Source: an optimization exercise on an open RTL-to-GDS flow (aim: small area). Production flows keep margins and buffers that such runs may drop. Only simulation tests tie the RTL to the original design; equivalence was not proved. No driver is modelled on the clock port, so clocking that relies on it looks cheaper here than on a real chip.

==> inputs of 07-23 <==
==> flow/design.v (excerpt) <==
module power #(
    parameter DATA_WIDTH = 32
)(
    input  wire                     clk,
    input  wire                     reset_n,
    input  wire                     s_valid,
    input  wire  [DATA_WIDTH-1:0]   s_data,
    output wire                     s_ready,
    input  wire                     m_ready,
    output wire                     m_valid,
    output wire  [63:0]             m_data
);
Settings: LEC_CHECK=0, CAP_MARGIN=20, CORE_MARGIN=2, CORE_UTILIZATION=40, CTS_BUF_LIST=sky130_fd_sc_hd__clkbuf_8, SLEW_MARGIN=20, SYNTH_HIERARCHICAL=1; clock period 11.0 ns.
standard.sh (not shown) runs the stock make flow with config.mk's settings and CLKGATE_MAP_FILE= SYNTH_SCRIPT=/design/flow/synth_recipe.tcl, a recipe that flattens the netlist after the stock synthesis.
==> flow/flow/run.sh <==
#!/bin/bash
# The standard layout (standard.sh, its synthesis unchanged), with two
# changes after synthesis:
#  - the port buffers that global placement inserts are buf_1 cells
#    (buffer_ports picks clkdlybuf4s50_1 on its own);
#  - clock tree synthesis inserts no dummy loads (its arguments are ORFS's
#    own, with the buffer list of config.mk, plus -dont_use_dummy_load).
set -euo pipefail
bash standard.sh 'BUFFER_PORTS_ARGS=-buffer_cell sky130_fd_sc_hd__buf_1' \
  'CTS_ARGS=-sink_clustering_enable -repair_clock_nets -buf_list sky130_fd_sc_hd__clkbuf_8 -sink_clustering_size 30 -sink_clustering_max_diameter 100 -dont_use_dummy_load' \
  finish > standard_flow.log 2>&1
==> 08-02 (differences from 07-23) <==
==> flow/flow/run.sh (replaced) <==
#!/bin/bash
# The standard layout (standard.sh, its synthesis unchanged), with two
# changes after synthesis:
#  - the port buffers that global placement inserts are buf_1 cells
#    (buffer_ports picks clkdlybuf4s50_1 on its own);
#  - the resizer may not use buffers larger than buf_2 (flow/dontuse.tcl,
#    sourced at the start of each layout step).
set -euo pipefail
bash standard.sh synth > standard_synth.log 2>&1
H="$PWD/flow/dontuse.tcl"
bash standard.sh 'BUFFER_PORTS_ARGS=-buffer_cell sky130_fd_sc_hd__buf_1' \
  PRE_FLOORPLAN_TCL="$H" PRE_GLOBAL_PLACE_TCL="$H" PRE_RESIZE_TCL="$H" \
  PRE_DETAIL_PLACE_TCL="$H" PRE_CTS_TCL="$H" PRE_GLOBAL_ROUTE_TCL="$H" \
  PRE_REPAIR_TIMING_POST_PLACE_TCL="$H" PRE_DETAIL_ROUTE_TCL="$H" \
  finish > standard_flow.log 2>&1
==> flow/flow/dontuse.tcl (new file) <==
# Keep the resizer to small buffers: it otherwise splits the fanout of the
# registers with buf_4 cells, where buf_1/buf_2 do.
set_dont_use {sky130_fd_sc_hd__buf_4 sky130_fd_sc_hd__buf_6 sky130_fd_sc_hd__buf_8 sky130_fd_sc_hd__buf_12 sky130_fd_sc_hd__buf_16}
==> 07-10 (differences from 07-23) <==
==> flow/run.sh (new file) <==
#!/bin/bash
# synth_recipe.tcl (not shown) runs the flow's synth.tcl, then flattens the netlist and writes it again
# the make line also repeats each setting of config.mk as NAME=value (left out here)
make -C /OpenROAD-flow-scripts/flow DESIGN_CONFIG=/design/flow/config.mk WORK_HOME=/design/flow/orfs CLKGATE_MAP_FILE= SYNTH_SCRIPT=/design/flow/synth_recipe.tcl finish
Settings changed: CTS_BUF_LIST sky130_fd_sc_hd__clkbuf_8 to not set.
removed: flow/flow/run.sh
removed: flow/standard.sh
==> notes.md <==
item	08-02	07-10	07-23
Outcome	timing/DRC/antenna clean	timing/DRC/antenna clean	timing/DRC/antenna clean
Post-detailed-route wirelength per cell	25.1 um	25.1 um	25.2 um
Cell area after placement	61900 um^2	62000 um^2	61100 um^2
Period Utilization, post-route	96.8%	95.9%	95.7%
Via count	42200	42200	42000
Reg-to-reg critical path endpoint	r_x4[58]$_DFFE_PP_	r_x4[58]$_DFFE_PP_	r_x4[59]$_DFFE_PP_
Number of detailed-routing iterations run before antenna repair	5	5	8
Metal1 wirelength	69.4 mm	69.3 mm	69.2 mm
Min Clock Period, post-route	10650 ps	10550 ps	10530 ps
Worst hold slack after final layout	465 ps	459 ps	459 ps
Layout Area Growth over Synthesis	5.27%	5.65%	3.63%
CP Data Arrival Time	8450 ps	8350 ps	8330 ps
Gpl congestion	0.925	0.925	0.939
Multi-input gate area	52700 um^2	52700 um^2	52700 um^2
Setup slack of the most critical reg-to-reg path	3100 ps	2800 ps	2550 ps
Final non-clock buffer share	4.05%	4.13%	2.76%
Clock root buffer	-	clkbuf_16	clkbuf_8
Vias in the first global route	48700	48500	48400
Global-route track usage on met3	4.78%	4.36%	4.76%
Latest clock arrival within the worst-skew pair	550 ps	480 ps	540 ps
WL met2	91.5 mm	92.2 mm	91.5 mm

========
==> job 6967: inputs <==
power again, from the RTL that the note above started with.
export LEC_CHECK = 0
export CAP_MARGIN = 20
export CORE_MARGIN = 2
export CORE_UTILIZATION = 40
export CTS_BUF_LIST = sky130_fd_sc_hd__clkbuf_8
export SLEW_MARGIN = 20
export SYNTH_HIERARCHICAL = 1
create_clock -name core_clock -period 11.0 [get_ports {clk}]
==> flow/flow/run.sh <==
#!/bin/bash
# The standard layout (standard.sh, its synthesis unchanged), with two
# changes after synthesis:
#  - the port buffers that global placement inserts are buf_1 cells
#    (buffer_ports picks clkdlybuf4s50_1 on its own);
#  - clock tree synthesis inserts no dummy loads (its arguments are ORFS's
#    own, with the buffer list of config.mk, plus -dont_use_dummy_load).
set -euo pipefail
bash standard.sh 'BUFFER_PORTS_ARGS=-buffer_cell sky130_fd_sc_hd__buf_1' \
  'CTS_ARGS=-sink_clustering_enable -repair_clock_nets -buf_list sky130_fd_sc_hd__clkbuf_8 -dont_use_dummy_load' \
  finish > standard_flow.log 2>&1
==> job 7052: changes against job 6967 <==
==> flow/flow/run.sh (replaced) <==
#!/bin/bash
# The standard layout, with one change: the port buffers that global
# placement inserts are buf_1 cells (buffer_ports picks clkdlybuf4s50_1 on
# its own).  Everything else, synthesis included, is standard.sh's.
set -euo pipefail
bash standard.sh 'BUFFER_PORTS_ARGS=-buffer_cell sky130_fd_sc_hd__buf_1' finish > standard_flow.log 2>&1
==> flow_metrics.py <==
metrics = {
    "detailed_routing": {
        "drt_iter0_drc": 3604,
    },
    "global_route": {
        "grt_pass1_wl_mm": 289.0,
    },
    "layout": {
        "n_fill_cell": 14030,
    },
    "status": {
        "status": "complete, no violations",
    },
    "cts": {
        "insertion_delay_ns": 0.54,
    },
}
[end of results for job 6967]
==> flow_metrics.py <==
metrics = {
    "cts": {
        "insertion_delay_ns": 0.55,
    },
    "die": {
        "num_rows": 141,
    },
    "detailed_routing": {
        "wl_met3_mm": 17.18,
        "drt_iter0_drc": 3568,
    },
    "status": {
        "status": "complete, no violations",
    },
    "layout": {
        "post-route-util": 0.4174,
        "n_fill_cell": 14020,
    },
    "placed_design": {
        "dpl.cell_count": 7348,
    },
    "global_route": {
        "grt_pass1_wl_mm": 289.1,
    },
}
[end of results for job 7052]

[re-timing with driven ports]
No port has a modelled driver above. Below, the same layouts with a new extraction and two added sets of constraints. Step 1, drivers: a clkbuf_16 drives clk and a buf_2 each remaining input, both assumed. Step 2, shift: input delay + t, output delay - t, t = (earliest + latest rising clock arrival at the registers) / 2. This alone moves slack from input paths to output paths. Slacks: ideal ports / drivers / drivers and shift; pairs: ideal ports / drivers.
| run | t, ns | setup WS [ns] | hold slack, ns |
|---|---|---|---|
| 07-23 | 0.597 | 0.474 / 0.400 / 0.996 | 0.459 / 0.459 / 0.459 |
| 08-02 | 0.619 | 0.351 / 0.276 / 0.894 | 0.465 / 0.465 / 0.465 |
| 07-10 | 0.548 | 0.448 / 0.370 / 0.918 | 0.459 / 0.459 / 0.459 |
| job 6967 | 0.597 | 0.474 / 0.400 / 0.996 | 0.459 / 0.459 / 0.459 |
| job 7052 | 0.611 | 0.439 / 0.366 / 0.977 | 0.470 / 0.470 / 0.470 |
After both steps every run listed still meets setup and hold.
